Source: an optimization exercise on an open RTL-to-GDS flow (aim: small area, a short achievable clock period and few clock cycles). Production flows keep margins and buffers that such runs may drop.
In this exercise RTL edits were held to simulation tests only and were not proved equivalent to the original.
No activity file was given, so power comes from the tool's default toggle rates.

File: flow/flow/area.abc
strash
dc2
dch -f
amap
File: flow/standard.sh
#!/bin/bash
# synth_recipe.tcl (not shown) runs the flow's synth.tcl, then flattens the netlist and writes it again
# the make line also repeats each setting of config.mk as NAME=value (left out here)
make -C /OpenROAD-flow-scripts/flow DESIGN_CONFIG=/design/flow/config.mk WORK_HOME=/design/flow/orfs CLKGATE_MAP_FILE= SYNTH_SCRIPT=/design/flow/synth_recipe.tcl "${@:-finish}"
File: flow/flow/run.sh
#!/bin/bash
# Layout flow: the standard synthesis, then the combinational logic between
# the (unchanged) flip-flops is mapped again by ABC for area; the rest is the
# standard ORFS layout, with the port buffers made of buf_2 cells.
set -euo pipefail
HERE=$(pwd)
F=$HERE/flow
LIB=$FLOW_HOME/platforms/sky130hd/lib/sky130_fd_sc_hd__tt_025C_1v80.lib
RES=$HERE/orfs/results/sky130hd/IMC/base
YOSYS=$FLOW_HOME/../tools/install/yosys/bin/yosys
[[ -x $YOSYS ]] || YOSYS=yosys

# 1. standard synthesis
bash standard.sh synth > synth.log 2>&1

# 2. re-map the combinational logic
cp $RES/1_2_yosys.v $HERE/standard_netlist.v
{
  echo "read_liberty -ignore_miss_func $LIB"
  echo "blackbox $(tr '\n' ' ' < $F/seq_cells.txt)"
  echo "read_verilog $HERE/standard_netlist.v"
  echo "hierarchy -top $FLOW_TOP"
  echo "flatten"
  echo "hierarchy -top $FLOW_TOP"
  echo "opt -purge"
  echo "abc -liberty $LIB -script $F/area.abc $(sed 's/^/-dont_use /' $F/dont_use.txt | tr '\n' ' ')"
  echo "opt_clean -purge"
  echo "hilomap -singleton -hicell sky130_fd_sc_hd__conb_1 HI -locell sky130_fd_sc_hd__conb_1 LO"
  echo "splitnets"
  echo "opt_clean -purge"
  echo "stat -liberty $LIB"
  echo "write_verilog -noattr -noexpr -nohex -nodec $HERE/resynth.v"
} > $HERE/resynth.ys
$YOSYS -s $HERE/resynth.ys > resynth.log 2>&1
cp $HERE/resynth.v $RES/1_2_yosys.v
rm -f $RES/1_synth.odb $RES/1_synth.sdc
touch $RES/1_2_yosys.v

# 3. the standard layout from the new netlist
bash standard.sh BUFFER_PORTS_ARGS="-buffer_cell sky130_fd_sc_hd__buf_2" finish > layout.log 2>&1
File: flow/constraint.sdc
create_clock -name core_clock -period 33.0 [get_ports {clk}]
set_input_delay 6.6000 -clock core_clock [delete_from_list [all_inputs] [get_ports {clk}]]
set_output_delay 6.6000 -clock core_clock [all_outputs]
set_load 0.01 [all_outputs]
File: flow/flow/seq_cells.txt
sky130_fd_sc_hd__dfbbn_1
sky130_fd_sc_hd__dfbbn_2
sky130_fd_sc_hd__dfbbp_1
sky130_fd_sc_hd__dfrbp_1
sky130_fd_sc_hd__dfrbp_2
sky130_fd_sc_hd__dfrtn_1
sky130_fd_sc_hd__dfrtp_1
sky130_fd_sc_hd__dfrtp_2
sky130_fd_sc_hd__dfrtp_4
sky130_fd_sc_hd__dfsbp_1
sky130_fd_sc_hd__dfsbp_2
sky130_fd_sc_hd__dfstp_1
sky130_fd_sc_hd__dfstp_2
sky130_fd_sc_hd__dfstp_4
sky130_fd_sc_hd__dfxbp_1
sky130_fd_sc_hd__dfxbp_2
sky130_fd_sc_hd__dfxtp_1
sky130_fd_sc_hd__dfxtp_2
sky130_fd_sc_hd__dfxtp_4
sky130_fd_sc_hd__dlclkp_1
sky130_fd_sc_hd__dlclkp_2
sky130_fd_sc_hd__dlclkp_4
sky130_fd_sc_hd__dlrbn_1
sky130_fd_sc_hd__dlrbn_2
sky130_fd_sc_hd__dlrbp_1
sky130_fd_sc_hd__dlrbp_2
sky130_fd_sc_hd__dlrtn_1
sky130_fd_sc_hd__dlrtn_2
sky130_fd_sc_hd__dlrtn_4
sky130_fd_sc_hd__dlrtp_1
sky130_fd_sc_hd__dlrtp_2
sky130_fd_sc_hd__dlrtp_4
sky130_fd_sc_hd__dlxbn_1
sky130_fd_sc_hd__dlxbn_2
sky130_fd_sc_hd__dlxbp_1
sky130_fd_sc_hd__dlxtn_1
sky130_fd_sc_hd__dlxtn_2
sky130_fd_sc_hd__dlxtn_4
sky130_fd_sc_hd__dlxtp_1
sky130_fd_sc_hd__edfxbp_1
sky130_fd_sc_hd__edfxtp_1
sky130_fd_sc_hd__lpflow_inputisolatch_1
sky130_fd_sc_hd__sdfbbn_1
sky130_fd_sc_hd__sdfbbn_2
sky130_fd_sc_hd__sdfbbp_1
sky130_fd_sc_hd__sdfrbp_1
sky130_fd_sc_hd__sdfrbp_2
sky130_fd_sc_hd__sdfrtn_1
sky130_fd_sc_hd__sdfrtp_1
sky130_fd_sc_hd__sdfrtp_2
sky130_fd_sc_hd__sdfrtp_4
sky130_fd_sc_hd__sdfsbp_1
sky130_fd_sc_hd__sdfsbp_2
sky130_fd_sc_hd__sdfstp_1
sky130_fd_sc_hd__sdfstp_2
sky130_fd_sc_hd__sdfstp_4
sky130_fd_sc_hd__sdfxbp_1
sky130_fd_sc_hd__sdfxbp_2
sky130_fd_sc_hd__sdfxtp_1
sky130_fd_sc_hd__sdfxtp_2
sky130_fd_sc_hd__sdfxtp_4
sky130_fd_sc_hd__sdlclkp_1
sky130_fd_sc_hd__sdlclkp_2
sky130_fd_sc_hd__sdlclkp_4
sky130_fd_sc_hd__sedfxbp_1
sky130_fd_sc_hd__sedfxbp_2
sky130_fd_sc_hd__sedfxtp_1
sky130_fd_sc_hd__sedfxtp_2
sky130_fd_sc_hd__sedfxtp_4
File: flow/config.mk
export PLATFORM = sky130hd
export DESIGN_NAME = IMC
export DESIGN_NICKNAME = IMC
export VERILOG_FILES = /design/flow/design.v
export SDC_FILE = /design/flow/constraint.sdc
export NUM_CORES = 4
export LEC_CHECK = 0
export CAP_MARGIN = 20
export CORE_MARGIN = 2
export CORE_UTILIZATION = 70
export CTS_BUF_LIST = sky130_fd_sc_hd__clkbuf_8
export SLEW_MARGIN = 20
File: flow/flow/dont_use.txt
sky130_fd_sc_hd__lpflow_bleeder_1
sky130_fd_sc_hd__lpflow_clkbufkapwr_1
sky130_fd_sc_hd__lpflow_clkbufkapwr_16
sky130_fd_sc_hd__lpflow_clkbufkapwr_2
sky130_fd_sc_hd__lpflow_clkbufkapwr_4
sky130_fd_sc_hd__lpflow_clkbufkapwr_8
sky130_fd_sc_hd__lpflow_clkinvkapwr_1
sky130_fd_sc_hd__lpflow_clkinvkapwr_16
sky130_fd_sc_hd__lpflow_clkinvkapwr_2
sky130_fd_sc_hd__lpflow_clkinvkapwr_4
sky130_fd_sc_hd__lpflow_clkinvkapwr_8
sky130_fd_sc_hd__lpflow_decapkapwr_12
sky130_fd_sc_hd__lpflow_decapkapwr_3
sky130_fd_sc_hd__lpflow_decapkapwr_4
sky130_fd_sc_hd__lpflow_decapkapwr_6
sky130_fd_sc_hd__lpflow_decapkapwr_8
sky130_fd_sc_hd__lpflow_inputiso0n_1
sky130_fd_sc_hd__lpflow_inputiso0p_1
sky130_fd_sc_hd__lpflow_inputiso1n_1
sky130_fd_sc_hd__lpflow_inputiso1p_1
sky130_fd_sc_hd__lpflow_inputisolatch_1
sky130_fd_sc_hd__lpflow_isobufsrc_1
sky130_fd_sc_hd__lpflow_isobufsrc_16
sky130_fd_sc_hd__lpflow_isobufsrc_2
sky130_fd_sc_hd__lpflow_isobufsrc_4
sky130_fd_sc_hd__lpflow_isobufsrc_8
sky130_fd_sc_hd__lpflow_isobufsrckapwr_16
sky130_fd_sc_hd__lpflow_lsbuf_lh_hl_isowell_tap_1
sky130_fd_sc_hd__lpflow_lsbuf_lh_hl_isowell_tap_2
sky130_fd_sc_hd__lpflow_lsbuf_lh_hl_isowell_tap_4
sky130_fd_sc_hd__lpflow_lsbuf_lh_isowell_4
sky130_fd_sc_hd__lpflow_lsbuf_lh_isowell_tap_1
sky130_fd_sc_hd__lpflow_lsbuf_lh_isowell_tap_2
sky130_fd_sc_hd__lpflow_lsbuf_lh_isowell_tap_4
sky130_fd_sc_hd__probe_p_8
sky130_fd_sc_hd__probec_p_8
File: flow/design.v
module IMC(
    clk,
    rst_n,
    IN_VALID,
    IN,
    OUT_VALID,
    OUT
    );
input           clk, rst_n, IN_VALID;
input  [ 3:0]   IN;
output reg      OUT_VALID;
output reg [13:0] OUT;
reg  [3:0] t;                    
reg  [3:0] p3, p2, p1, p0;
wire dt1;
wire dt2;
wire dt3;
wire dt4;
wire dt5;
wire dt6;
wire dt7;
wire dt8;
wire dt9;
wire dt10;
wire dt11;
wire dt12;
wire dt13;
wire dt14;
wire dt15;
wire dt16;
wire dt17;
wire dt18;
wire dt19;
wire dt20;
wire dt21;
wire dt22;
wire dt23;
wire dt24;
wire dt25;
wire dt26;
wire dt27;
wire dt28;
wire dt29;
wire dt30;
wire dt31;
wire dt32;
wire dt33;
wire dt34;
wire dt35;
wire dt36;
wire dt37;
wire dt38;
wire dt39;
wire dt40;
wire dt41;
wire dt42;
wire dt43;
wire dt44;
wire dt45;
wire dt46;
wire dt47;
wire dt48;
wire dt49;
wire dt50;
wire dt51;
wire dt52;
wire dt53;
wire dt54;
wire dt55;
wire dt56;
wire dt57;
wire dt58;
wire dt59;
wire dt60;
wire dt61;
wire dt62;
wire dt63;
wire dt64;
wire dt65;
wire dt66;
wire dt67;
wire dt68;
wire dt69;
wire dt70;
wire dt71;
wire dt72;
wire dt73;
wire dt74;
wire dt75;
wire dt76;
wire dt77;
wire dt78;
wire dt79;
wire dt80;
wire dt81;
wire dt82;
assign dt1 = ((p3[0] & p0[2])) ^ ((p3[1] & p0[1])) ^ ((p3[2] & p0[0]));
assign dt2 = (((p3[0] & p0[2])) & ((p3[1] & p0[1]))) | (((p3[0] & p0[2])) & ((p3[2] & p0[0]))) | (((p3[1] & p0[1])) & ((p3[2] & p0[0])));
assign dt3 = (~(p3[0] & p0[3])) ^ ((p3[1] & p0[2])) ^ ((p3[2] & p0[1]));
assign dt4 = ((~(p3[0] & p0[3])) & ((p3[1] & p0[2]))) | ((~(p3[0] & p0[3])) & ((p3[2] & p0[1]))) | (((p3[1] & p0[2])) & ((p3[2] & p0[1])));
assign dt5 = (~(p3[3] & p0[0])) ^ ((p2[0] & p1[3])) ^ (~(p2[1] & p1[2]));
assign dt6 = ((~(p3[3] & p0[0])) & ((p2[0] & p1[3]))) | ((~(p3[3] & p0[0])) & (~(p2[1] & p1[2]))) | (((p2[0] & p1[3])) & (~(p2[1] & p1[2])));
assign dt7 = (~(p3[1] & p0[3])) ^ ((p3[2] & p0[2])) ^ (~(p3[3] & p0[1]));
assign dt8 = ((~(p3[1] & p0[3])) & ((p3[2] & p0[2]))) | ((~(p3[1] & p0[3])) & (~(p3[3] & p0[1]))) | (((p3[2] & p0[2])) & (~(p3[3] & p0[1])));
assign dt9 = ((p2[1] & p1[3])) ^ (~(p2[2] & p1[2])) ^ ((p2[3] & p1[1]));
assign dt10 = (((p2[1] & p1[3])) & (~(p2[2] & p1[2]))) | (((p2[1] & p1[3])) & ((p2[3] & p1[1]))) | ((~(p2[2] & p1[2])) & ((p2[3] & p1[1])));
assign dt11 = ((p3[0] & p0[1])) ^ ((p3[1] & p0[0])) ^ (~(p2[0] & p1[1]));
assign dt12 = (((p3[0] & p0[1])) & ((p3[1] & p0[0]))) | (((p3[0] & p0[1])) & (~(p2[0] & p1[1]))) | (((p3[1] & p0[0])) & (~(p2[0] & p1[1])));
assign dt13 = (~(p2[0] & p1[2])) ^ (~(p2[1] & p1[1])) ^ (~(p2[2] & p1[0]));
assign dt14 = ((~(p2[0] & p1[2])) & (~(p2[1] & p1[1]))) | ((~(p2[0] & p1[2])) & (~(p2[2] & p1[0]))) | ((~(p2[1] & p1[1])) & (~(p2[2] & p1[0])));
assign dt15 = (~(p2[2] & p1[1])) ^ ((p2[3] & p1[0])) ^ (1'b1);
assign dt16 = ((~(p2[2] & p1[1])) & ((p2[3] & p1[0]))) | ((~(p2[2] & p1[1])) & (1'b1)) | (((p2[3] & p1[0])) & (1'b1));
assign dt17 = (dt2) ^ (dt3) ^ (dt5);
assign dt18 = ((dt2) & (dt3)) | ((dt2) & (dt5)) | ((dt3) & (dt5));
assign dt19 = (1'b1) ^ (dt4) ^ (dt6);
assign dt20 = ((1'b1) & (dt4)) | ((1'b1) & (dt6)) | ((dt4) & (dt6));
assign dt21 = (dt7) ^ (dt9) ^ (dt16);
assign dt22 = ((dt7) & (dt9)) | ((dt7) & (dt16)) | ((dt9) & (dt16));
assign dt23 = (~(p3[2] & p0[3])) ^ (~(p3[3] & p0[2])) ^ ((p2[2] & p1[3]));
assign dt24 = ((~(p3[2] & p0[3])) & (~(p3[3] & p0[2]))) | ((~(p3[2] & p0[3])) & ((p2[2] & p1[3]))) | ((~(p3[3] & p0[2])) & ((p2[2] & p1[3])));
assign dt25 = ((p2[3] & p1[2])) ^ (dt8) ^ (dt10);
assign dt26 = (((p2[3] & p1[2])) & (dt8)) | (((p2[3] & p1[2])) & (dt10)) | ((dt8) & (dt10));
assign dt27 = (1'b1) ^ (dt1) ^ (dt12);
assign dt28 = ((1'b1) & (dt1)) | ((1'b1) & (dt12)) | ((dt1) & (dt12));
assign dt29 = (dt14) ^ (dt15) ^ (dt17);
assign dt30 = ((dt14) & (dt15)) | ((dt14) & (dt17)) | ((dt15) & (dt17));
assign dt31 = (dt18) ^ (dt19) ^ (dt21);
assign dt32 = ((dt18) & (dt19)) | ((dt18) & (dt21)) | ((dt19) & (dt21));
assign dt33 = (dt20) ^ (dt22) ^ (dt23);
assign dt34 = ((dt20) & (dt22)) | ((dt20) & (dt23)) | ((dt22) & (dt23));
assign dt35 = ((p3[3] & p0[3])) ^ (~(p2[3] & p1[3])) ^ (dt24);
assign dt36 = (((p3[3] & p0[3])) & (~(p2[3] & p1[3]))) | (((p3[3] & p0[3])) & (dt24)) | ((~(p2[3] & p1[3])) & (dt24));
assign dt37 = ((p3[0] & p0[0])) ^ (~(p2[0] & p1[0])) ^ (1'b1);
assign dt38 = (((p3[0] & p0[0])) & (~(p2[0] & p1[0]))) | (((p3[0] & p0[0])) & (1'b1)) | ((~(p2[0] & p1[0])) & (1'b1));
assign dt39 = (~(p2[1] & p1[0])) ^ (1'b1) ^ (dt11);
assign dt40 = ((~(p2[1] & p1[0])) & (1'b1)) | ((~(p2[1] & p1[0])) & (dt11)) | ((1'b1) & (dt11));
assign dt41 = (dt13) ^ (dt27) ^ (dt40);
assign dt42 = ((dt13) & (dt27)) | ((dt13) & (dt40)) | ((dt27) & (dt40));
assign dt43 = (dt28) ^ (dt29) ^ (dt42);
assign dt44 = ((dt28) & (dt29)) | ((dt28) & (dt42)) | ((dt29) & (dt42));
assign dt45 = (dt30) ^ (dt31) ^ (dt44);
assign dt46 = ((dt30) & (dt31)) | ((dt30) & (dt44)) | ((dt31) & (dt44));
assign dt47 = (dt25) ^ (dt32) ^ (dt33);
assign dt48 = ((dt25) & (dt32)) | ((dt25) & (dt33)) | ((dt32) & (dt33));
assign dt49 = (dt26) ^ (dt34) ^ (dt35);
assign dt50 = ((dt26) & (dt34)) | ((dt26) & (dt35)) | ((dt34) & (dt35));
assign dt51 = (dt37) & (1'b0);
assign dt52 = (dt38) & (dt39);
assign dt53 = (dt41) & (1'b0);
assign dt54 = (dt43) & (1'b0);
assign dt55 = (dt45) & (1'b0);
assign dt56 = (dt46) & (dt47);
assign dt57 = (dt48) & (dt49);
assign dt58 = (dt36) & (dt50);
assign dt59 = (dt37) ^ (1'b0);
assign dt60 = (dt38) ^ (dt39);
assign dt61 = (dt41) ^ (1'b0);
assign dt62 = (dt43) ^ (1'b0);
assign dt63 = (dt45) ^ (1'b0);
assign dt64 = (dt46) ^ (dt47);
assign dt65 = (dt48) ^ (dt49);
assign dt66 = (dt36) ^ (dt50);
assign dt67 = (dt51) | (1'b0 & dt59);
assign dt68 = (dt51 & dt60) | (dt52) | (1'b0 & dt59 & dt60);
assign dt69 = (dt51 & dt60 & dt61) | (dt52 & dt61) | (dt53) | (1'b0 & dt59 & dt60 & dt61);
assign dt70 = (dt51 & dt60 & dt61 & dt62) | (dt52 & dt61 & dt62) | (dt53 & dt62) | (dt54) | (1'b0 & dt59 & dt60 & dt61 & dt62);
assign dt71 = dt59 ^ (1'b0);
assign dt72 = dt60 ^ (dt67);
assign dt73 = dt61 ^ (dt68);
assign dt74 = dt62 ^ (dt69);
assign dt75 = (dt55) | (dt70 & dt63);
assign dt76 = (dt55 & dt64) | (dt56) | (dt70 & dt63 & dt64);
assign dt77 = (dt55 & dt64 & dt65) | (dt56 & dt65) | (dt57) | (dt70 & dt63 & dt64 & dt65);
assign dt78 = (dt55 & dt64 & dt65 & dt66) | (dt56 & dt65 & dt66) | (dt57 & dt66) | (dt58) | (dt70 & dt63 & dt64 & dt65 & dt66);
assign dt79 = dt63 ^ (dt70);
assign dt80 = dt64 ^ (dt75);
assign dt81 = dt65 ^ (dt76);
assign dt82 = dt66 ^ (dt77);
wire [7:0] det = {dt82,dt81,dt80,dt79,dt74,dt73,dt72,dt71};
wire [6:0]  dlow = {|det[5:0], |det[4:0], |det[3:0], |det[2:0], |det[1:0], det[0], 1'b0};
wire [6:0]  dmag = det[6:0] ^ ({7{det[7]}} & dlow);
wire        nonsing = |det;
reg  [6:0]  D;                   
reg         sd;                  
wire [16:0] R;                   
wire rg0;
wire rg1;
wire rg2;
wire rg3;
wire rg4;
wire rg5;
wire rg6;
wire rg7;
wire rg8;
wire rg9;
wire rg10;
wire rg11;
wire rg12;
wire rg13;
wire rg14;
wire rg15;
wire rg16;
wire rg17;
wire rg18;
wire rg19;
wire rg20;
wire rg21;
wire rg22;
wire rg23;
wire rg24;
wire rg25;
wire rg26;
wire rg27;
wire rg28;
wire rg29;
wire rg30;
wire rg31;
wire rg32;
wire rg33;
wire rg34;
wire rg35;
wire rg36;
wire rg37;
wire rg38;
wire rg39;
wire rg40;
wire rg41;
wire rg42;
wire rg43;
wire rg44;
wire rg45;
wire rg46;
wire rg47;
wire rg48;
wire rg49;
wire rg50;
wire rg51;
wire rg52;
wire rg53;
wire rg54;
wire rg55;
wire rg56;
wire rg57;
wire rg58;
wire rg59;
wire rg60;
wire rg61;
wire rg62;
wire rg63;
wire rg64;
wire rg65;
wire rg66;
wire rg67;
wire rg68;
wire rg69;
wire rg70;
wire rg71;
wire rg72;
wire rg73;
wire rg74;
wire rg75;
wire rg76;
wire rg77;
wire rg78;
wire rg79;
wire rg80;
wire rg81;
wire rg82;
wire rg83;
wire rg84;
wire rg85;
wire rg86;
wire rg87;
wire rg88;
wire rg89;
wire rg90;
wire rg91;
wire rg92;
wire rg93;
wire rg94;
wire rg95;
wire rg96;
wire rg97;
wire rg98;
wire rg99;
wire rg100;
wire rg101;
wire rg102;
wire rg103;
wire rg104;
wire rg105;
wire rg106;
wire rg107;
wire rg108;
wire rg109;
wire rg110;
wire rg111;
wire rg112;
wire rg113;
wire rg114;
wire rg115;
wire rg116;
wire rg117;
wire rg118;
wire rg119;
wire rg120;
wire rg121;
wire rg122;
wire rg123;
wire rg124;
wire rg125;
wire rg126;
wire rg127;
wire rg128;
wire rg129;
wire rg130;
wire rg131;
wire rg132;
wire rg133;
wire rg134;
wire rg135;
wire rg136;
wire rg137;
wire rg138;
wire rg139;
wire rg140;
wire rg141;
wire rg142;
wire rg143;
wire rg144;
wire rg145;
wire rg146;
wire rg147;
wire rg148;
wire rg149;
wire rg150;
wire rg151;
wire rg152;
wire rg153;
wire rg154;
wire rg155;
wire rg156;
wire rg157;
wire rg158;
wire rg159;
wire rg160;
wire rg161;
wire rg162;
wire rg163;
wire rg164;
wire rg165;
wire rg166;
wire rg167;
wire rg168;
wire rg169;
wire rg170;
wire rg171;
wire rg172;
wire rg173;
wire rg174;
wire rg175;
wire rg176;
wire rg177;
wire rg178;
wire rg179;
wire rg180;
wire rg181;
wire rg182;
wire rg183;
wire rg184;
wire rg185;
wire rg186;
wire rg187;
wire rg188;
wire rg189;
wire rg190;
wire rg191;
wire rg192;
wire rg193;
wire rg194;
wire rg195;
wire rg196;
wire rg197;
wire rg198;
wire rg199;
wire rg200;
wire rg201;
wire rg202;
wire rg203;
wire rg204;
wire rg205;
wire rg206;
wire rg207;
wire rg208;
wire rg209;
wire rg210;
wire rg211;
wire rg212;
wire rg213;
wire rg214;
wire rg215;
wire rg216;
wire rg217;
wire rg218;
wire rg219;
wire rg220;
wire rg221;
wire rg222;
wire rg223;
wire rg224;
wire rg225;
wire rg226;
wire rg227;
wire rg228;
wire rg229;
wire rg230;
wire rg231;
wire rg232;
wire rg233;
wire rg234;
wire rg235;
wire rg236;
wire rg237;
wire rg238;
wire rg239;
wire rg240;
wire rg241;
wire rg242;
wire rg243;
wire rg244;
wire rg245;
wire rg246;
wire rg247;
wire rg248;
wire rg249;
wire rg250;
wire rg251;
wire rg252;
wire rg253;
wire rg254;
wire rg255;
wire rg256;
wire rg257;
wire rg258;
wire rg259;
wire rg260;
wire rg261;
wire rg262;
wire rg263;
wire rg264;
wire rg265;
wire rg266;
wire rg267;
wire rg268;
wire rg269;
wire rg270;
wire rg271;
wire rg272;
wire rg273;
wire rg274;
wire rg275;
wire rg276;
wire rg277;
wire rg278;
wire rg279;
wire rg280;
wire rg281;
wire rg282;
wire rg283;
wire rg284;
wire rg285;
wire rg286;
wire rg287;
wire rg288;
wire rg289;
wire rg290;
wire rg291;
wire rg292;
wire rg293;
wire rg294;
wire rg295;
wire rg296;
wire rg297;
wire rg298;
wire rg299;
wire rg300;
wire rg301;
wire rg302;
wire rg303;
wire rg304;
wire rg305;
wire rg306;
wire rg307;
wire rg308;
wire rg309;
wire rg310;
wire rg311;
wire rg312;
wire rg313;
wire rg314;
wire rg315;
wire rg316;
wire rg317;
wire rg318;
wire rg319;
wire rg320;
wire rg321;
wire rg322;
wire rg323;
wire rg324;
wire rg325;
wire rg326;
wire rg327;
wire rg328;
wire rg329;
wire rg330;
assign rg306 = ~D[2];
assign rg305 = ~D[1];
assign rg304 = ~(D[4] | D[5]);
assign rg303 = ~(D[5] | D[6]);
assign rg302 = rg304 & ~(D[6]);
assign rg301 = D[0] | ~(D[1]);
assign rg300 = ~(D[3] | D[2]);
assign rg299 = D[1] & ~(D[2]);
assign rg298 = D[3] | D[0];
assign rg297 = rg299 & ~(rg298);
assign rg296 = ~(D[3] | D[4]);
assign R[15] = rg302 & rg297;
assign rg295 = D[0] & D[1];
assign rg294 = D[2] | rg295;
assign rg293 = D[0] | D[1];
assign rg292 = ~(D[2] & rg293);
assign rg291 = D[0] & ~(D[2]);
assign rg290 = ~(D[1] & rg291);
assign rg289 = D[0] | ~(D[2]);
assign rg288 = D[2] & ~(rg293);
assign rg287 = rg290 & ~(rg288);
assign rg286 = D[3] | rg287;
assign R[14] = rg302 & ~(rg286);
assign rg285 = D[2] | ~(D[3]);
assign rg284 = D[2] | D[1];
assign rg283 = D[3] & ~(D[0]);
assign rg282 = rg293 | rg285;
assign rg281 = D[2] & D[1];
assign rg280 = ~(D[2] & D[1]);
assign rg279 = D[3] | rg280;
assign rg278 = D[0] & ~(D[3]);
assign rg277 = D[2] & D[0];
assign rg276 = ~(D[2] & rg278);
assign rg275 = D[3] | rg292;
assign rg274 = ~(rg282 & rg275);
assign R[13] = rg302 & rg274;
assign rg273 = ~(D[3] | D[1]);
assign rg272 = ~(D[3] | rg281);
assign rg271 = rg280 & rg278;
assign rg270 = D[3] | ~(rg295);
assign rg269 = ~(rg284 & rg278);
assign rg268 = rg281 | rg269;
assign rg267 = D[0] | rg284;
assign rg266 = D[3] & rg267;
assign rg265 = ~(D[4] | rg266);
assign rg264 = ~(rg268 & rg265);
assign rg263 = rg300 & ~(rg293);
assign rg262 = rg263 | ~(D[4]);
assign rg261 = rg303 & rg262;
assign R[12] = rg264 & rg261;
assign rg260 = D[4] | ~(rg263);
assign rg259 = D[5] & rg260;
assign rg258 = ~(D[6] | rg259);
assign rg257 = D[1] | ~(D[0]);
assign rg256 = rg301 & rg257;
assign rg255 = rg285 | rg256;
assign rg254 = rg298 | rg280;
assign rg253 = rg304 & rg254;
assign rg252 = ~(rg255 & rg253);
assign rg251 = D[4] & ~(D[5]);
assign rg250 = ~(rg263 & rg251);
assign rg249 = rg252 & rg250;
assign R[11] = rg258 & rg249;
assign rg248 = ~(rg304 & rg263);
assign rg247 = ~(D[6] & rg248);
assign rg246 = rg291 | ~(rg289);
assign rg245 = D[3] & rg280;
assign rg244 = ~(rg246 & rg245);
assign rg243 = ~(rg270 & rg244);
assign rg242 = ~(rg304 & rg243);
assign rg241 = rg272 & rg267;
assign rg240 = ~(rg251 & rg241);
assign rg239 = rg242 & rg240;
assign rg238 = ~(rg258 & rg239);
assign R[10] = rg247 & rg238;
assign rg237 = ~(D[4] | rg263);
assign rg236 = ~(D[3] & rg294);
assign rg235 = rg237 & rg236;
assign rg234 = ~(D[5] & rg235);
assign rg233 = D[2] & ~(rg295);
assign rg232 = D[2] & ~(rg256);
assign rg231 = rg295 ? rg285 : rg292;
assign rg230 = rg231 | ~(rg304);
assign rg229 = ~(D[3] | rg291);
assign rg228 = D[1] | rg291;
assign rg227 = rg284 | ~(rg298);
assign rg226 = ~(D[1] & rg229);
assign rg225 = ~(rg227 & rg226);
assign rg224 = ~(rg251 & rg225);
assign rg223 = rg230 & rg224;
assign rg222 = ~(rg234 & rg223);
assign R[9] = D[6] ? rg248 : rg222;
assign rg221 = ~(rg284 & rg280);
assign rg220 = D[0] | ~(rg284);
assign rg219 = D[0] ? D[2] : rg221;
assign rg218 = ~(D[3] | rg219);
assign rg217 = ~(D[4] | rg218);
assign rg216 = ~(rg236 & rg217);
assign rg215 = rg300 | ~(D[4]);
assign rg214 = D[5] & rg215;
assign rg213 = ~(rg216 & rg214);
assign rg212 = D[3] & rg284;
assign rg211 = D[0] | rg280;
assign rg210 = ~(rg212 & rg211);
assign rg209 = ~(rg268 & rg210);
assign rg208 = ~(rg304 & rg209);
assign rg207 = ~(D[3] & rg221);
assign rg206 = D[2] ? D[1] : D[0];
assign rg205 = rg283 | rg206;
assign rg204 = rg251 & rg205;
assign rg203 = ~(rg207 & rg204);
assign rg202 = rg208 & rg203;
assign rg201 = ~(rg213 & rg202);
assign rg200 = D[4] & ~(rg272);
assign rg199 = ~(D[5] | rg200);
assign rg198 = rg260 & rg199;
assign R[8] = D[6] ? rg198 : rg201;
assign rg197 = rg266 | rg215;
assign rg196 = ~(D[0] & rg281);
assign rg195 = rg236 | ~(rg196);
assign rg194 = D[3] | rg256;
assign rg193 = rg276 & rg194;
assign rg192 = rg195 & rg193;
assign rg191 = D[4] | rg192;
assign rg190 = ~(rg197 & rg191);
assign rg189 = ~(D[5] & rg190);
assign rg188 = D[3] | rg289;
assign rg187 = D[3] & ~(rg291);
assign rg186 = D[2] & rg301;
assign rg185 = ~(D[2] & rg256);
assign rg184 = ~(rg187 & rg185);
assign rg183 = ~(rg188 & rg184);
assign rg182 = ~(rg251 & rg183);
assign rg181 = ~(rg304 & rg293);
assign rg180 = D[3] ? rg206 : rg280;
assign rg179 = rg181 | rg180;
assign rg178 = rg182 & rg179;
assign rg177 = rg189 & rg178;
assign rg176 = D[6] | rg177;
assign rg175 = rg212 | ~(rg237);
assign rg174 = ~(rg199 & rg175);
assign rg173 = ~(rg296 & rg196);
assign rg172 = ~(D[5] & rg173);
assign rg171 = D[6] & rg172;
assign rg170 = ~(rg174 & rg171);
assign R[7] = ~(rg176 & rg170);
assign rg169 = ~(rg212 & rg196);
assign rg168 = ~(rg217 & rg169);
assign rg167 = D[4] & rg279;
assign rg166 = rg167 & ~(rg245);
assign rg165 = ~(D[5] | rg166);
assign rg164 = ~(rg168 & rg165);
assign rg163 = D[3] | rg284;
assign rg162 = ~(D[4] & rg163);
assign rg161 = rg172 | ~(rg162);
assign rg160 = D[6] & rg161;
assign rg159 = ~(rg164 & rg160);
assign rg158 = D[3] ? rg219 : rg228;
assign rg157 = ~(D[4] & rg158);
assign rg156 = ~(D[3] & rg257);
assign rg155 = ~(D[3] & rg256);
assign rg154 = ~(D[4] | rg271);
assign rg153 = ~(rg155 & rg154);
assign rg152 = D[5] & rg157;
assign rg151 = ~(rg153 & rg152);
assign rg150 = ~(rg289 & rg212);
assign rg149 = ~(rg286 & rg150);
assign rg148 = ~(rg251 & rg149);
assign rg147 = D[3] | rg299;
assign rg146 = rg304 & rg246;
assign rg145 = rg147 & rg146;
assign rg144 = ~(D[6] | rg145);
assign rg143 = rg148 & rg144;
assign rg142 = ~(rg151 & rg143);
assign R[6] = rg159 & rg142;
assign rg141 = rg306 ? rg257 : D[0];
assign rg140 = ~(rg272 & rg141);
assign rg139 = D[4] & rg140;
assign rg138 = ~(rg155 & rg139);
assign rg137 = D[3] | rg232;
assign rg136 = rg284 & rg283;
assign rg135 = ~(D[4] | rg136);
assign rg134 = ~(rg137 & rg135);
assign rg133 = ~(rg138 & rg134);
assign rg132 = ~(D[5] & rg133);
assign rg131 = rg304 & rg156;
assign rg130 = ~(rg137 & rg131);
assign rg129 = ~(rg293 & rg187);
assign rg128 = rg277 | ~(rg273);
assign rg127 = rg251 & rg128;
assign rg126 = ~(rg129 & rg127);
assign rg125 = rg130 & rg126;
assign rg124 = rg132 & rg125;
assign rg123 = D[6] | rg124;
assign rg122 = rg233 | rg147;
assign rg121 = rg285 & rg122;
assign rg120 = D[4] | rg121;
assign rg119 = D[5] & rg162;
assign rg118 = ~(rg120 & rg119);
assign rg117 = D[1] & rg289;
assign rg116 = ~(D[3] & rg117);
assign rg115 = rg194 & rg116;
assign rg114 = ~(rg304 & rg115);
assign rg113 = rg251 & ~(rg221);
assign rg112 = D[6] & ~(rg113);
assign rg111 = rg114 & rg112;
assign rg110 = ~(rg118 & rg111);
assign R[5] = ~(rg123 & rg110);
assign rg109 = rg270 & rg188;
assign rg108 = ~(rg265 & rg109);
assign rg107 = ~(D[3] & rg220);
assign rg106 = D[0] | ~(rg300);
assign rg105 = D[4] & rg106;
assign rg104 = rg194 & rg105;
assign rg103 = ~(rg107 & rg104);
assign rg102 = D[5] & rg103;
assign rg101 = ~(rg108 & rg102);
assign rg100 = ~(rg293 & rg280);
assign rg99 = D[5] | rg100;
assign rg98 = ~(rg162 | rg99);
assign rg97 = ~(D[6] | rg98);
assign rg96 = ~(D[3] & rg186);
assign rg95 = rg269 & rg96;
assign rg94 = ~(rg255 & rg95);
assign rg93 = ~(rg304 & rg94);
assign rg92 = rg97 & rg93;
assign rg91 = ~(rg101 & rg92);
assign rg90 = D[3] | rg221;
assign rg89 = ~(D[4] & rg90);
assign rg88 = rg117 | ~(rg296);
assign rg87 = D[5] & rg88;
assign rg86 = rg89 & rg87;
assign rg85 = ~(rg116 & rg86);
assign rg307 = ~(D[2] ^ rg301);
assign rg308 = ~(D[3] & rg307);
assign rg309 = D[3] ? rg307 : D[0];
assign rg310 = ~(rg304 & rg298);
assign rg311 = ~(rg304 & rg309);
assign rg312 = ~(rg305 & rg106);
assign rg313 = ~(rg251 & rg312);
assign rg314 = D[6] & rg313;
assign rg315 = rg311 & rg314;
assign rg316 = ~(rg85 & rg315);
assign R[4] = rg91 & rg316;
assign rg317 = ~(rg229 & rg211);
assign rg318 = rg308 & rg317;
assign rg319 = D[4] | rg318;
assign rg320 = D[4] & ~(D[3]);
assign rg321 = ~(rg257 & rg320);
assign rg322 = rg186 | rg321;
assign rg323 = ~(rg319 & rg322);
assign rg324 = ~(D[5] & rg323);
assign rg325 = ~(rg280 & rg155);
assign rg326 = ~(rg304 & rg325);
assign rg327 = D[6] & rg326;
assign rg328 = rg306 ? rg194 : rg298;
assign rg329 = rg283 | ~(rg328);
assign rg330 = ~(rg251 & rg329);
assign rg0 = rg327 & rg330;
assign rg1 = ~(rg324 & rg0);
assign rg2 = rg328 | ~(D[4]);
assign rg3 = ~(rg296 & rg233);
assign rg4 = rg255 & rg3;
assign rg5 = ~(rg2 & rg4);
assign rg6 = ~(D[5] & rg5);
assign rg7 = D[3] ? rg186 : rg219;
assign rg8 = rg7 | ~(rg251);
assign rg9 = ~(rg301 | rg300);
assign rg10 = rg304 & rg9;
assign rg11 = ~(D[6] | rg10);
assign rg12 = rg8 & rg11;
assign rg13 = ~(rg6 & rg12);
assign R[3] = rg1 & rg13;
assign rg14 = rg320 & ~(rg291);
assign rg15 = ~(rg211 & rg14);
assign rg16 = ~(D[1] | D[4]);
assign rg17 = ~(rg296 & rg288);
assign rg18 = rg306 & ~(rg155);
assign rg19 = ~(rg15 & rg17);
assign rg20 = rg18 | rg19;
assign rg21 = ~(D[5] & rg20);
assign rg22 = ~(rg300 & rg295);
assign rg23 = ~(D[3] & rg288);
assign rg24 = rg275 & rg23;
assign rg25 = ~(rg22 & rg24);
assign rg26 = ~(rg304 & rg25);
assign rg27 = ~(rg273 & rg246);
assign rg28 = ~(rg305 & rg187);
assign rg29 = ~(rg27 & rg28);
assign rg30 = rg251 & rg29;
assign rg31 = ~(D[6] | rg30);
assign rg32 = rg26 & rg31;
assign rg33 = ~(rg21 & rg32);
assign rg34 = rg272 & rg257;
assign rg35 = D[3] & rg100;
assign rg36 = ~(rg34 | rg35);
assign rg37 = D[4] | rg36;
assign rg38 = rg306 | rg321;
assign rg39 = ~(rg37 & rg38);
assign rg40 = ~(D[5] & rg39);
assign rg41 = ~(rg251 & rg34);
assign rg42 = rg206 | rg310;
assign rg43 = D[6] & rg42;
assign rg44 = rg41 & rg43;
assign rg45 = ~(rg40 & rg44);
assign R[2] = rg33 & rg45;
assign rg46 = D[0] ? rg280 : rg284;
assign rg47 = D[3] ? rg46 : rg287;
assign rg48 = D[4] | ~(rg47);
assign rg49 = D[5] & rg262;
assign rg50 = ~(rg48 & rg49);
assign rg51 = D[2] ? rg278 : rg283;
assign rg52 = ~(rg304 & rg51);
assign rg53 = rg251 & ~(rg22);
assign rg54 = rg277 & rg320;
assign rg55 = ~(D[5] & rg54);
assign rg56 = D[6] & rg55;
assign rg57 = rg52 & ~(rg53);
assign rg58 = rg56 & rg57;
assign rg59 = ~(rg50 & rg58);
assign rg60 = ~(rg16 & rg51);
assign rg61 = D[3] ? rg290 : rg46;
assign rg62 = rg61 | ~(D[4]);
assign rg63 = ~(rg60 & rg62);
assign rg64 = ~(D[5] & rg63);
assign rg65 = rg287 | ~(D[3]);
assign rg66 = ~(rg27 & rg65);
assign rg67 = ~(rg251 & rg66);
assign rg68 = rg136 | ~(rg22);
assign rg69 = rg304 & rg68;
assign rg70 = ~(D[6] | rg69);
assign rg71 = rg67 & rg70;
assign rg72 = ~(rg64 & rg71);
assign R[1] = rg59 & rg72;
assign rg73 = ~(rg254 & rg23);
assign rg74 = ~(rg304 & rg73);
assign rg75 = ~(rg56 & rg74);
assign rg76 = D[3] | rg257;
assign rg77 = rg282 & rg76;
assign rg78 = D[4] | rg77;
assign rg79 = ~(rg117 & rg14);
assign rg80 = ~(rg78 & rg79);
assign rg81 = D[5] & rg80;
assign rg82 = rg282 | ~(rg251);
assign rg83 = D[6] | ~(rg82);
assign rg84 = rg81 | rg83;
assign R[0] = rg75 & rg84;
assign R[16] = rg302 & ~(rg163);
wire        res = (t != 4'd4);   
wire [3:0]  xlow = {|p3[2:0], |p3[1:0], p3[0], 1'b0};
wire [3:0]  m = (p3 ^ ({4{p3[3]}} & xlow)) & {4{res}};
wire        neg = res & (p3[3] ^ sd ^ (t == 4'd6 || t == 4'd7));
wire        s8 = m[3] | (m[2] & m[1] & m[0]);
wire        s4 = m[2] ^ (m[1] & m[0]);
wire        s1 = m[0];
wire        s2 = m[1] & ~m[0];
wire        n0 = m[1] & m[0];
wire mu1;
wire mu2;
wire mu3;
wire mu4;
wire mu5;
wire mu6;
wire mu7;
wire mu8;
wire mu9;
wire mu10;
wire mu11;
wire mu12;
wire mu13;
wire mu14;
wire mu15;
wire mu16;
wire mu17;
wire mu18;
wire mu19;
wire mu20;
wire mu21;
wire mu22;
wire mu23;
wire mu24;
wire mu25;
wire mu26;
wire mu27;
wire mu28;
wire mu29;
wire mu30;
wire mu31;
wire mu32;
wire mu33;
wire mu34;
wire mu35;
wire mu36;
wire mu37;
wire mu38;
wire mu39;
wire mu40;
wire mu41;
wire mu42;
wire mu43;
wire mu44;
wire mu45;
wire mu46;
wire mu47;
wire mu48;
wire mu49;
wire mu50;
wire mu51;
wire mu52;
wire mu53;
wire mu54;
wire mu55;
wire mu56;
wire mu57;
wire mu58;
wire mu59;
wire mu60;
wire mu61;
wire mu62;
wire mu63;
wire mu64;
wire mu65;
wire mu66;
wire mu67;
wire mu68;
wire mu69;
wire mu70;
wire mu71;
wire mu72;
wire mu73;
wire mu74;
wire mu75;
wire mu76;
wire mu77;
wire mu78;
wire mu79;
wire mu80;
wire mu81;
wire mu82;
wire mu83;
wire mu84;
wire mu85;
wire mu86;
wire mu87;
wire mu88;
wire mu89;
wire mu90;
wire mu91;
wire mu92;
wire mu93;
wire mu94;
wire mu95;
wire mu96;
wire mu97;
wire mu98;
wire mu99;
wire mu100;
wire mu101;
wire mu102;
wire mu103;
wire mu104;
wire mu105;
wire mu106;
wire mu107;
wire mu108;
assign mu1 = ((((s1 & R[6]) | (s2 & R[5])) ^ n0)) ^ ((s4 & R[4]) | (s8 & R[3])) ^ (neg);
assign mu2 = (((((s1 & R[6]) | (s2 & R[5])) ^ n0)) & ((s4 & R[4]) | (s8 & R[3]))) | (((((s1 & R[6]) | (s2 & R[5])) ^ n0)) & (neg)) | (((s4 & R[4]) | (s8 & R[3])) & (neg));
assign mu3 = ((((s1 & R[7]) | (s2 & R[6])) ^ n0)) ^ ((s4 & R[5]) | (s8 & R[4])) ^ (neg);
assign mu4 = (((((s1 & R[7]) | (s2 & R[6])) ^ n0)) & ((s4 & R[5]) | (s8 & R[4]))) | (((((s1 & R[7]) | (s2 & R[6])) ^ n0)) & (neg)) | (((s4 & R[5]) | (s8 & R[4])) & (neg));
assign mu5 = ((((s1 & R[8]) | (s2 & R[7])) ^ n0)) ^ ((s4 & R[6]) | (s8 & R[5])) ^ (neg);
assign mu6 = (((((s1 & R[8]) | (s2 & R[7])) ^ n0)) & ((s4 & R[6]) | (s8 & R[5]))) | (((((s1 & R[8]) | (s2 & R[7])) ^ n0)) & (neg)) | (((s4 & R[6]) | (s8 & R[5])) & (neg));
assign mu7 = ((((s1 & R[9]) | (s2 & R[8])) ^ n0)) ^ ((s4 & R[7]) | (s8 & R[6])) ^ (neg);
assign mu8 = (((((s1 & R[9]) | (s2 & R[8])) ^ n0)) & ((s4 & R[7]) | (s8 & R[6]))) | (((((s1 & R[9]) | (s2 & R[8])) ^ n0)) & (neg)) | (((s4 & R[7]) | (s8 & R[6])) & (neg));
assign mu9 = ((((s1 & R[10]) | (s2 & R[9])) ^ n0)) ^ ((s4 & R[8]) | (s8 & R[7])) ^ (neg);
assign mu10 = (((((s1 & R[10]) | (s2 & R[9])) ^ n0)) & ((s4 & R[8]) | (s8 & R[7]))) | (((((s1 & R[10]) | (s2 & R[9])) ^ n0)) & (neg)) | (((s4 & R[8]) | (s8 & R[7])) & (neg));
assign mu11 = ((((s1 & R[11]) | (s2 & R[10])) ^ n0)) ^ ((s4 & R[9]) | (s8 & R[8])) ^ (neg);
assign mu12 = (((((s1 & R[11]) | (s2 & R[10])) ^ n0)) & ((s4 & R[9]) | (s8 & R[8]))) | (((((s1 & R[11]) | (s2 & R[10])) ^ n0)) & (neg)) | (((s4 & R[9]) | (s8 & R[8])) & (neg));
assign mu13 = ((((s1 & R[12]) | (s2 & R[11])) ^ n0)) ^ ((s4 & R[10]) | (s8 & R[9])) ^ (neg);
assign mu14 = (((((s1 & R[12]) | (s2 & R[11])) ^ n0)) & ((s4 & R[10]) | (s8 & R[9]))) | (((((s1 & R[12]) | (s2 & R[11])) ^ n0)) & (neg)) | (((s4 & R[10]) | (s8 & R[9])) & (neg));
assign mu15 = ((((s1 & R[13]) | (s2 & R[12])) ^ n0)) ^ ((s4 & R[11]) | (s8 & R[10])) ^ (neg);
assign mu16 = (((((s1 & R[13]) | (s2 & R[12])) ^ n0)) & ((s4 & R[11]) | (s8 & R[10]))) | (((((s1 & R[13]) | (s2 & R[12])) ^ n0)) & (neg)) | (((s4 & R[11]) | (s8 & R[10])) & (neg));
assign mu17 = ((((s1 & R[14]) | (s2 & R[13])) ^ n0)) ^ ((s4 & R[12]) | (s8 & R[11])) ^ (neg);
assign mu18 = (((((s1 & R[14]) | (s2 & R[13])) ^ n0)) & ((s4 & R[12]) | (s8 & R[11]))) | (((((s1 & R[14]) | (s2 & R[13])) ^ n0)) & (neg)) | (((s4 & R[12]) | (s8 & R[11])) & (neg));
assign mu19 = ((((s1 & R[15]) | (s2 & R[14])) ^ n0)) ^ ((s4 & R[13]) | (s8 & R[12])) ^ (neg);
assign mu20 = (((((s1 & R[15]) | (s2 & R[14])) ^ n0)) & ((s4 & R[13]) | (s8 & R[12]))) | (((((s1 & R[15]) | (s2 & R[14])) ^ n0)) & (neg)) | (((s4 & R[13]) | (s8 & R[12])) & (neg));
assign mu21 = ((((s1 & R[16]) | (s2 & R[15])) ^ n0)) ^ ((s4 & R[14]) | (s8 & R[13])) ^ (neg);
assign mu22 = (((((s1 & R[16]) | (s2 & R[15])) ^ n0)) & ((s4 & R[14]) | (s8 & R[13]))) | (((((s1 & R[16]) | (s2 & R[15])) ^ n0)) & (neg)) | (((s4 & R[14]) | (s8 & R[13])) & (neg));
assign mu23 = ((((s2 & R[16])) ^ n0)) ^ ((s4 & R[15]) | (s8 & R[14])) ^ (neg);
assign mu24 = (((((s2 & R[16])) ^ n0)) & ((s4 & R[15]) | (s8 & R[14]))) | (((((s2 & R[16])) ^ n0)) & (neg)) | (((s4 & R[15]) | (s8 & R[14])) & (neg));
assign mu25 = (n0) ^ ((s4 & R[16]) | (s8 & R[15])) ^ (neg);
assign mu26 = ((n0) & ((s4 & R[16]) | (s8 & R[15]))) | ((n0) & (neg)) | (((s4 & R[16]) | (s8 & R[15])) & (neg));
assign mu27 = (n0) ^ ((s8 & R[16])) ^ (neg);
assign mu28 = ((n0) & ((s8 & R[16]))) | ((n0) & (neg)) | (((s8 & R[16])) & (neg));
assign mu29 = ((((s1 & R[0])) ^ n0)) & (1'b0);
assign mu30 = ((((s1 & R[1]) | (s2 & R[0])) ^ n0)) & (1'b0);
assign mu31 = ((((s1 & R[2]) | (s2 & R[1])) ^ n0)) & ((s4 & R[0]));
assign mu32 = ((((s1 & R[3]) | (s2 & R[2])) ^ n0)) & ((s4 & R[1]) | (s8 & R[0]));
assign mu33 = ((((s1 & R[4]) | (s2 & R[3])) ^ n0)) & ((s4 & R[2]) | (s8 & R[1]));
assign mu34 = ((((s1 & R[5]) | (s2 & R[4])) ^ n0)) & ((s4 & R[3]) | (s8 & R[2]));
assign mu35 = (mu1) & (1'b0);
assign mu36 = (mu2) & (mu3);
assign mu37 = (mu4) & (mu5);
assign mu38 = (mu6) & (mu7);
assign mu39 = (mu8) & (mu9);
assign mu40 = (mu10) & (mu11);
assign mu41 = (mu12) & (mu13);
assign mu42 = (mu14) & (mu15);
assign mu43 = (mu16) & (mu17);
assign mu44 = (mu18) & (mu19);
assign mu45 = (mu20) & (mu21);
assign mu46 = (mu22) & (mu23);
assign mu47 = (mu24) & (mu25);
assign mu48 = (mu26) & (mu27);
assign mu49 = ((((s1 & R[0])) ^ n0)) ^ (1'b0);
assign mu50 = ((((s1 & R[1]) | (s2 & R[0])) ^ n0)) ^ (1'b0);
assign mu51 = ((((s1 & R[2]) | (s2 & R[1])) ^ n0)) ^ ((s4 & R[0]));
assign mu52 = ((((s1 & R[3]) | (s2 & R[2])) ^ n0)) ^ ((s4 & R[1]) | (s8 & R[0]));
assign mu53 = ((((s1 & R[4]) | (s2 & R[3])) ^ n0)) ^ ((s4 & R[2]) | (s8 & R[1]));
assign mu54 = ((((s1 & R[5]) | (s2 & R[4])) ^ n0)) ^ ((s4 & R[3]) | (s8 & R[2]));
assign mu55 = (mu1) ^ (1'b0);
assign mu56 = (mu2) ^ (mu3);
assign mu57 = (mu4) ^ (mu5);
assign mu58 = (mu6) ^ (mu7);
assign mu59 = (mu8) ^ (mu9);
assign mu60 = (mu10) ^ (mu11);
assign mu61 = (mu12) ^ (mu13);
assign mu62 = (mu14) ^ (mu15);
assign mu63 = (mu16) ^ (mu17);
assign mu64 = (mu18) ^ (mu19);
assign mu65 = (mu20) ^ (mu21);
assign mu66 = (mu22) ^ (mu23);
assign mu67 = (mu24) ^ (mu25);
assign mu68 = (mu26) ^ (mu27);
assign mu69 = (mu29) | (n0 & mu49);
assign mu70 = (mu29 & mu50) | (mu30) | (n0 & mu49 & mu50);
assign mu71 = (mu29 & mu50 & mu51) | (mu30 & mu51) | (mu31) | (n0 & mu49 & mu50 & mu51);
assign mu72 = (mu29 & mu50 & mu51 & mu52) | (mu30 & mu51 & mu52) | (mu31 & mu52) | (mu32) | (n0 & mu49 & mu50 & mu51 & mu52);
assign mu73 = mu49 ^ (n0);
assign mu74 = mu50 ^ (mu69);
assign mu75 = mu51 ^ (mu70);
assign mu76 = mu52 ^ (mu71);
assign mu77 = (mu33) | (mu72 & mu53);
assign mu78 = (mu33 & mu54) | (mu34) | (mu72 & mu53 & mu54);
assign mu79 = (mu33 & mu54 & mu55) | (mu34 & mu55) | (mu35) | (mu72 & mu53 & mu54 & mu55);
assign mu80 = (mu33 & mu54 & mu55 & mu56) | (mu34 & mu55 & mu56) | (mu35 & mu56) | (mu36) | (mu72 & mu53 & mu54 & mu55 & mu56);
assign mu81 = mu53 ^ (mu72);
assign mu82 = mu54 ^ (mu77);
assign mu83 = mu55 ^ (mu78);
assign mu84 = mu56 ^ (mu79);
assign mu85 = (mu37) | (mu80 & mu57);
assign mu86 = (mu37 & mu58) | (mu38) | (mu80 & mu57 & mu58);
assign mu87 = (mu37 & mu58 & mu59) | (mu38 & mu59) | (mu39) | (mu80 & mu57 & mu58 & mu59);
assign mu88 = (mu37 & mu58 & mu59 & mu60) | (mu38 & mu59 & mu60) | (mu39 & mu60) | (mu40) | (mu80 & mu57 & mu58 & mu59 & mu60);
assign mu89 = mu57 ^ (mu80);
assign mu90 = mu58 ^ (mu85);
assign mu91 = mu59 ^ (mu86);
assign mu92 = mu60 ^ (mu87);
assign mu93 = (mu41) | (mu88 & mu61);
assign mu94 = (mu41 & mu62) | (mu42) | (mu88 & mu61 & mu62);
assign mu95 = (mu41 & mu62 & mu63) | (mu42 & mu63) | (mu43) | (mu88 & mu61 & mu62 & mu63);
assign mu96 = (mu41 & mu62 & mu63 & mu64) | (mu42 & mu63 & mu64) | (mu43 & mu64) | (mu44) | (mu88 & mu61 & mu62 & mu63 & mu64);
assign mu97 = mu61 ^ (mu88);
assign mu98 = mu62 ^ (mu93);
assign mu99 = mu63 ^ (mu94);
assign mu100 = mu64 ^ (mu95);
assign mu101 = (mu45) | (mu96 & mu65);
assign mu102 = (mu45 & mu66) | (mu46) | (mu96 & mu65 & mu66);
assign mu103 = (mu45 & mu66 & mu67) | (mu46 & mu67) | (mu47) | (mu96 & mu65 & mu66 & mu67);
assign mu104 = (mu45 & mu66 & mu67 & mu68) | (mu46 & mu67 & mu68) | (mu47 & mu68) | (mu48) | (mu96 & mu65 & mu66 & mu67 & mu68);
assign mu105 = mu65 ^ (mu96);
assign mu106 = mu66 ^ (mu101);
assign mu107 = mu67 ^ (mu102);
assign mu108 = mu68 ^ (mu103);
wire [19:0] prod = {mu108,mu107,mu106,mu105,mu100,mu99,mu98,mu97,mu92,mu91,mu90,mu89,mu84,mu83,mu82,mu81,mu76,mu75,mu74,mu73};
wire [13:0] qout = prod[19:6] ^ {14{neg}};
wire        shift = ~t[2] & ~t[3];  
always @(posedge clk) begin
    if (shift) begin
        p3 <= p2; p2 <= p1; p1 <= p0; p0 <= IN;
    end else begin
        p3 <= p0; p2 <= p1; p1 <= p3; p0 <= p2;
    end
    if (t == 4'd4) begin
        D  <= dmag;
        sd <= det[7];
    end
    OUT <= qout;
end
always @(posedge clk) begin
    if (!rst_n) begin
        t <= 4'd0;
        OUT_VALID <= 1'b0;
    end else begin
        OUT_VALID <= 1'b0;
        case (t)
            4'd0: t <= IN_VALID ? 4'd1 : 4'd0;
            4'd4: begin
                t <= nonsing ? 4'd5 : 4'd0;
                OUT_VALID <= ~nonsing;
            end
            4'd5, 4'd6, 4'd7, 4'd8: begin
                t <= (t == 4'd8) ? 4'd0 : t + 4'd1;
                OUT_VALID <= 1'b1;
            end
            default: t <= t + 4'd1;
        endcase
    end
end
endmodule
==> flow_summary_export.csv, run 1 <==
group,metric,value,unit
global_routing,antenna_found_initial,0,
sta,hold_violations,0,
critical_path,cp-start-kind,"flip-flop",
route,drt_iter0_drc,829,
yosys,synthesis.area,0.00471,mm²
clock_network,cts_resized,0,
die,dieArea,0.00740,mm²
critical_path,setup.reg_to_reg.worst_slack,25.57,ns
placement,dp_slack,25.41,ns
sta,finalCritPeriodShare,0.225,
layout,diodes,0,
clock_network,cts_buffer_depth,2,
route,wire_per_inst,15.2,µm
route,dr.pass1.iters,12,
yosys,synth.net_count,835,
critical_path,endpoint_kind,"flip-flop",
critical_path,crit_slowest_cell,"edfxtp_1",
clock_network,tritoncts,"built",
sta,setup_tns,0,ns
global_routing,grt_pass1_wl,23700,µm
power_and_ir_drop,power.density,116,mW/mm²
clock_network,h-tree-depth,2,
sta,layout_min_cycle_time,7.43,ns
sta,setup_viol,0,
yosys,syn_avg_cell_area,5.69,µm²
sta,slew_viol_final,0,
power_and_ir_drop,leakagePower,1.83,nW
layout,final_cells,937,
critical_path,cp_common_cell,"nor2_1",
flow_run,maxCapViolCount,0,
hold_path,hold_path_class,"reg -> reg",
global_routing,grt_max_degree,36,
layout,mostFrequentLayoutCells,"248 x nor2_1, 100 x o21ai_0, 91 x clkinv_1",
critical_path,crit_required,33.20,ns
route,drc_errors,0,
die,pin_count,22,
yosys,synthCells,828,
sta,rsz0062_at_grt,"no",
placement,post-dp-hpwl,10200,µm
layout,final_common_cell,"nor2_1",
route,num_vias,6169,
placement,globalplace.congestion,1.25,
clock_network,cts_inserted_buffers,5,
power_and_ir_drop,ir_drop,0.152,mV
sta,slew_headroom,0.318,
layout,drive_gt1_frac,0.0384,
global_routing,grt_overflow,0,
clock_network,ctsRootBufferMaster,"clkbuf_8",
sta,tightest_slew,1.02,ns
placement,io_buffer_count,21,
critical_path,path_class,"reg -> reg",
clock_network,cts.clk_slew.worst_paths,0.10,ns
route,vias_per_cell,6.58,
route,ant_nets,0,
route,routed_wl,14200,µm
run_status,status,"complete, no violations",
clock_network,cts_num_sinks,43,
clock_network,clock_latency,0.31,ns
clock_network,hold_buffers,0,
global_routing,grt_pass1_vias,5481,
critical_path,cp_slowest_stage_delay,0.93,ns
critical_path,path_max_fanout,27,
die,start_util,0.733,
critical_path,crit_arrival,7.63,ns
layout,syn_to_final_growth,7.17,%
clock_network,cts_setup_buffers,0,
sta,setup_slack,25.57,ns
layout,nets,866,
yosys,yosysWarnings,1,
power_and_ir_drop,power,0.000588,W
sta,finalClockSkew,0.0127,ns
placement,place_inst,929,
die,num_rows,29,
sta,fmax,0.135,GHz
die,die_y,86.0,µm
global_routing,grt_util_all_layers,0.388,
die,die_w,86.0,µm
die,placeableCoreArea,0.00642,mm²
[report_power, final]
| part | total (W) | internal, W | leakage, nW | switching, W |
|---|---|---|---|---|
| sequential | 0.0000948 | 0.0000824 | 0.366 | 0.0000124 |
| clock | 0.0000367 | 0.0000157 | 0.0495 | 0.0000210 |
| combinational | 0.000456 | 0.000154 | 1.42 | 0.000303 |
| total | 0.000588 | 0.000252 | 1.83 | 0.000336 |
[worst max-delay path: cells and delay by family (launching register included)]
family | cells | cell delay, ns
simple gates | 17 | 2.29
flops | 1 | 0.93
buf+inv | 3 | 1.19
compound gates | 14 | 2.94
[through the flow]
step | hold WS, ns | instance area, µm² | utilization
3_5_place_dp | 0.351 | 4950 | 0.771
4_1_cts | 0.362 | 5050 | 0.786
5_1_grt | 0.375 | 5050 | 0.786
2_1_floorplan | 0.338 | 4710 | -
6_report | 0.363 | 5050 | 0.786
3_3_place_gp | 0.343 | 4950 | 0.771
[layer usage]
layer	vias up	GRT usage	wire, µm
met5	-	0	0
met4	0	0.221	1010
met3	128	0.104	1700
met2	460	0.627	6100
met1	2558	0.464	5420
li1	3023	-	-
[cell type report]
type	instances	area [µm²]
tap	77	96.3
multi-input combinational	694	3450
fill	529	1370
clock buffer	5	68.8
timing repair buffer	24	128
clock inverter	3	26.3
sequential	43	941
inverter	91	342
[worst paths after layout]
| path | from | to | cells after the start |
|---|---|---|---|
| hold reg to reg | p1[1]$_DFF_P_ | p2[1]$_DFF_P_ | 0 |
| setup / recovery | D[3]$_DFFE_PP_ | OUT[13]$_DFF_P_ | 34 |
| hold / removal | p1[1]$_DFF_P_ | p2[1]$_DFF_P_ | 0 |
| setup reg to reg | D[3]$_DFFE_PP_ | OUT[13]$_DFF_P_ | 34 |
[registers in the layout, summed over array words and instances, names as in the netlist]
name and flops:
p2 4, OUT_VALID 1, OUT 14, sd 1, p3 4, p1 4
t 4, D 7, p0 4
Testbench counts, summed over its fixed seeds: cycles 118,728.
==> run 2, diff against run 1 <==
--- a/flow/config.mk
+++ b/flow/config.mk
@@ -9,4 +9,3 @@
 export CORE_MARGIN = 2
-export CORE_UTILIZATION = 70
-export CTS_BUF_LIST = sky130_fd_sc_hd__clkbuf_8
+export CORE_UTILIZATION = 40
 export SLEW_MARGIN = 20
==> run 2 against run 1 <==
Compared with the run above:
- critical path depth fell by 33
- critical path type is now reg -> out
- sequential power is 0.9% lower
- clock-buffer cell count is 2 higher
- synthesized cell count unchanged
- core utilization is 33 points lower
- design area rose by 3.7%
- synthesized area is the same
==> flow_summary_export.csv, run 2 <==
group,metric,value,unit
critical_path,crit_chain,"buf_2",
global_routing,grt_max_degree,36,
sta,fmax,0.136,GHz
critical_path,endpoint_kind,"output port",
critical_path,crit_family,"flip-flops",
layout,drive_gt1_frac,0.0406,
route,vias_per_cell,5.80,
placement,globalplace.congestion,0.984,
yosys,syn_avg_cell_area,5.69,µm²
clock_network,cts_setup_buffers,0,
clock_network,clock_latency,0.30,ns
critical_path,reg2reg_to,"OUT[12]$_DFF_P_",
critical_path,cp-start-kind,"flip-flop",
critical_path,crit_arrival,0.74,ns
sta,slew_viol_final,0,
sta,tightest_slew,0.900,ns
route,routed_wl,14800,µm
layout,nets,868,
critical_path,cp.depth,1,
clock_network,tritoncts,"built",
power_and_ir_drop,power.density,116,mW/mm²
placement,place_area,0.00505,mm²
yosys,yosysWarnings,1,
yosys,synth.net_count,835,
hold_path,hold_start,"p1[2]$_DFF_P_",
sta,slew_headroom,0.393,
clock_network,cts.clk_slew.worst_paths,0.06,ns
global_routing,grt_overflow,0,
clock_network,cts_buffer_depth,2,
critical_path,startpoint,"OUT[10]$_DFF_P_",
power_and_ir_drop,leakagePower,1.88,nW
sta,finalClockSkew,0.0113,ns
layout,top_register,"OUT",
global_routing,grt_pass1_wl,24600,µm
sta,setup_tns,0,ns
critical_path,critPathBufInv,1,
clock_network,ctsRootBufferMaster,"clkbuf_16",
critical_path,crit_slowest_cell,"dfxtp_1",
clock_network,cts_resized,0,
hold_path,hold_depth,0,
layout,design_area,0.00523,mm²
critical_path,path_class,"reg -> out",
critical_path,setup.reg_to_reg.worst_slack,25.93,ns
die,num_rows,39,
critical_path,crit_required,26.40,ns
layout,syn_to_final_growth,11.1,%
layout,largest_reg_flops,14,
sta,rsz0062_at_grt,"no",
global_routing,antenna_found_initial,0,
power_and_ir_drop,ir_drop,0.0989,mV
layout,mostFrequentLayoutCells,"248 x nor2_1, 100 x o21ai_0, 91 x clkinv_1",
layout,top_regs,"OUT: 14 flops, D: 7 flops",
die,placeableCoreArea,0.0115,mm²
sta,finalCritPeriodShare,0.222,
yosys,synthCells,828,
placement,post-dp-hpwl,11200,µm
layout,final_common_cell,"nor2_1",
die,die_w,113,µm
route,drt_iter0_drc,658,
sta,whs,0.356,ns
route,ant_nets,0,
route,drc_errors,0,
global_routing,grt_pass1_vias,5145,
die,pin_count,22,
sta,layout_min_cycle_time,7.34,ns
layout,diodes,0,
placement,io_buffer_count,21,
clock_network,hold_buffers,0,
clock_network,cts_num_sinks,43,
clock_network,cts_inserted_buffers,5,
sta,hold_violations,0,
global_routing,grt_util_all_layers,0.237,
critical_path,cp_slowest_stage_delay,0.32,ns
critical_path,path_max_fanout,1,
clock_network,h-tree-depth,2,
hold_path,hold_path_class,"reg -> reg",
yosys,synthesis.area,0.00471,mm²
route,wire_per_inst,14.8,µm
die,die_y,113,µm
layout,postLayoutCoreUtil,0.456,
flow_run,maxCapViolCount,0,
route,dr.pass1.iters,8,
run_status,status,"complete, no violations",
critical_path,reg2reg_depth,35,
route,num_vias,5827,
critical_path,endpoint,"OUT[10]",
critical_path,rr_startpoint,"D[0]$_DFFE_PP_",
die,start_util,0.411,
die,dieArea,0.0127,mm²
sta,setup_viol,0,
==> run 2: stage by stage <==
step	std cells	total power (W)	setup WS, ns
after floorplan	828	0.000448	25.66
after global placement	997	0.000538	25.47
after detailed placement	997	0.000543	25.42
after CTS	1005	0.000606	25.64
after global routing	1005	0.000685	25.26
final	1005	0.000605	25.66
==> run 2: where the power goes <==
part           switching (W)   total, W  internal (W)  leakage, nW
combinational       0.000297   0.000451      0.000154         1.43
sequential         0.0000114  0.0000939     0.0000825        0.366
clock              0.0000226  0.0000599     0.0000373       0.0864
==> run 2: routing by layer <==
metal	up-vias	routed length [µm]	GRT usage	part of all wire
met4	0	509	0.0935	0.034
met3	45	1340	0.0405	0.090
met1	2489	6550	0.323	0.44
met2	273	6440	0.375	0.43
li1	3020	-	-	-
met5	-	0	0	0
==> run 2: area by class of cell <==
cell class	count	area, µm²
repair buffers	26	143
flip-flops and latches	43	941
clock inverters	1	7.51
inverters	91	342
well taps	143	179
fillers	1232	6230
clock buffers	7	175
multi-input cells	694	3450
==> run 2: how the worst min path moves through the flow <==
stage | end
detailed placement | p2[2]$_DFF_P_
CTS | p2[2]$_DFF_P_
global placement | p2[2]$_DFF_P_
global route | p2[1]$_DFF_P_
finish | p2[2]$_DFF_P_
floorplan | p2[1]$_DFF_P_

==> port drivers added, routing unchanged <==
The flow's constraints put no driver on any port. The routed layouts listed below were extracted and timed again, unchanged, in two steps.
Step 1: set_driving_cell puts a clkbuf_16 on clk and a buf_2 on each other input, an assumption about the parent block.
Step 2 moves the port delays by t, midway between the first and last clock arrival at a register: inputs arrive t later, outputs are due t later. That takes back most of the time a late clock gives input paths.
a / b / c = no drivers / after step 1 / after step 2; a / b = the first two.
run	t, ns	setup WS [ns]	latest minus earliest clock arrival (ns)	worst data-port slew with drivers (ns)
run 1	0.336	25.568 / 25.568 / 25.419	0.012 / 0.012	0.03
run 2	0.331	25.664 / 25.625 / 25.428	0.011 / 0.012	0.03
After both steps setup and hold are still met in every run listed. The setup slack of run 2, which loses most, moves by -0.039 ns with the drivers and by -0.236 ns with both steps.
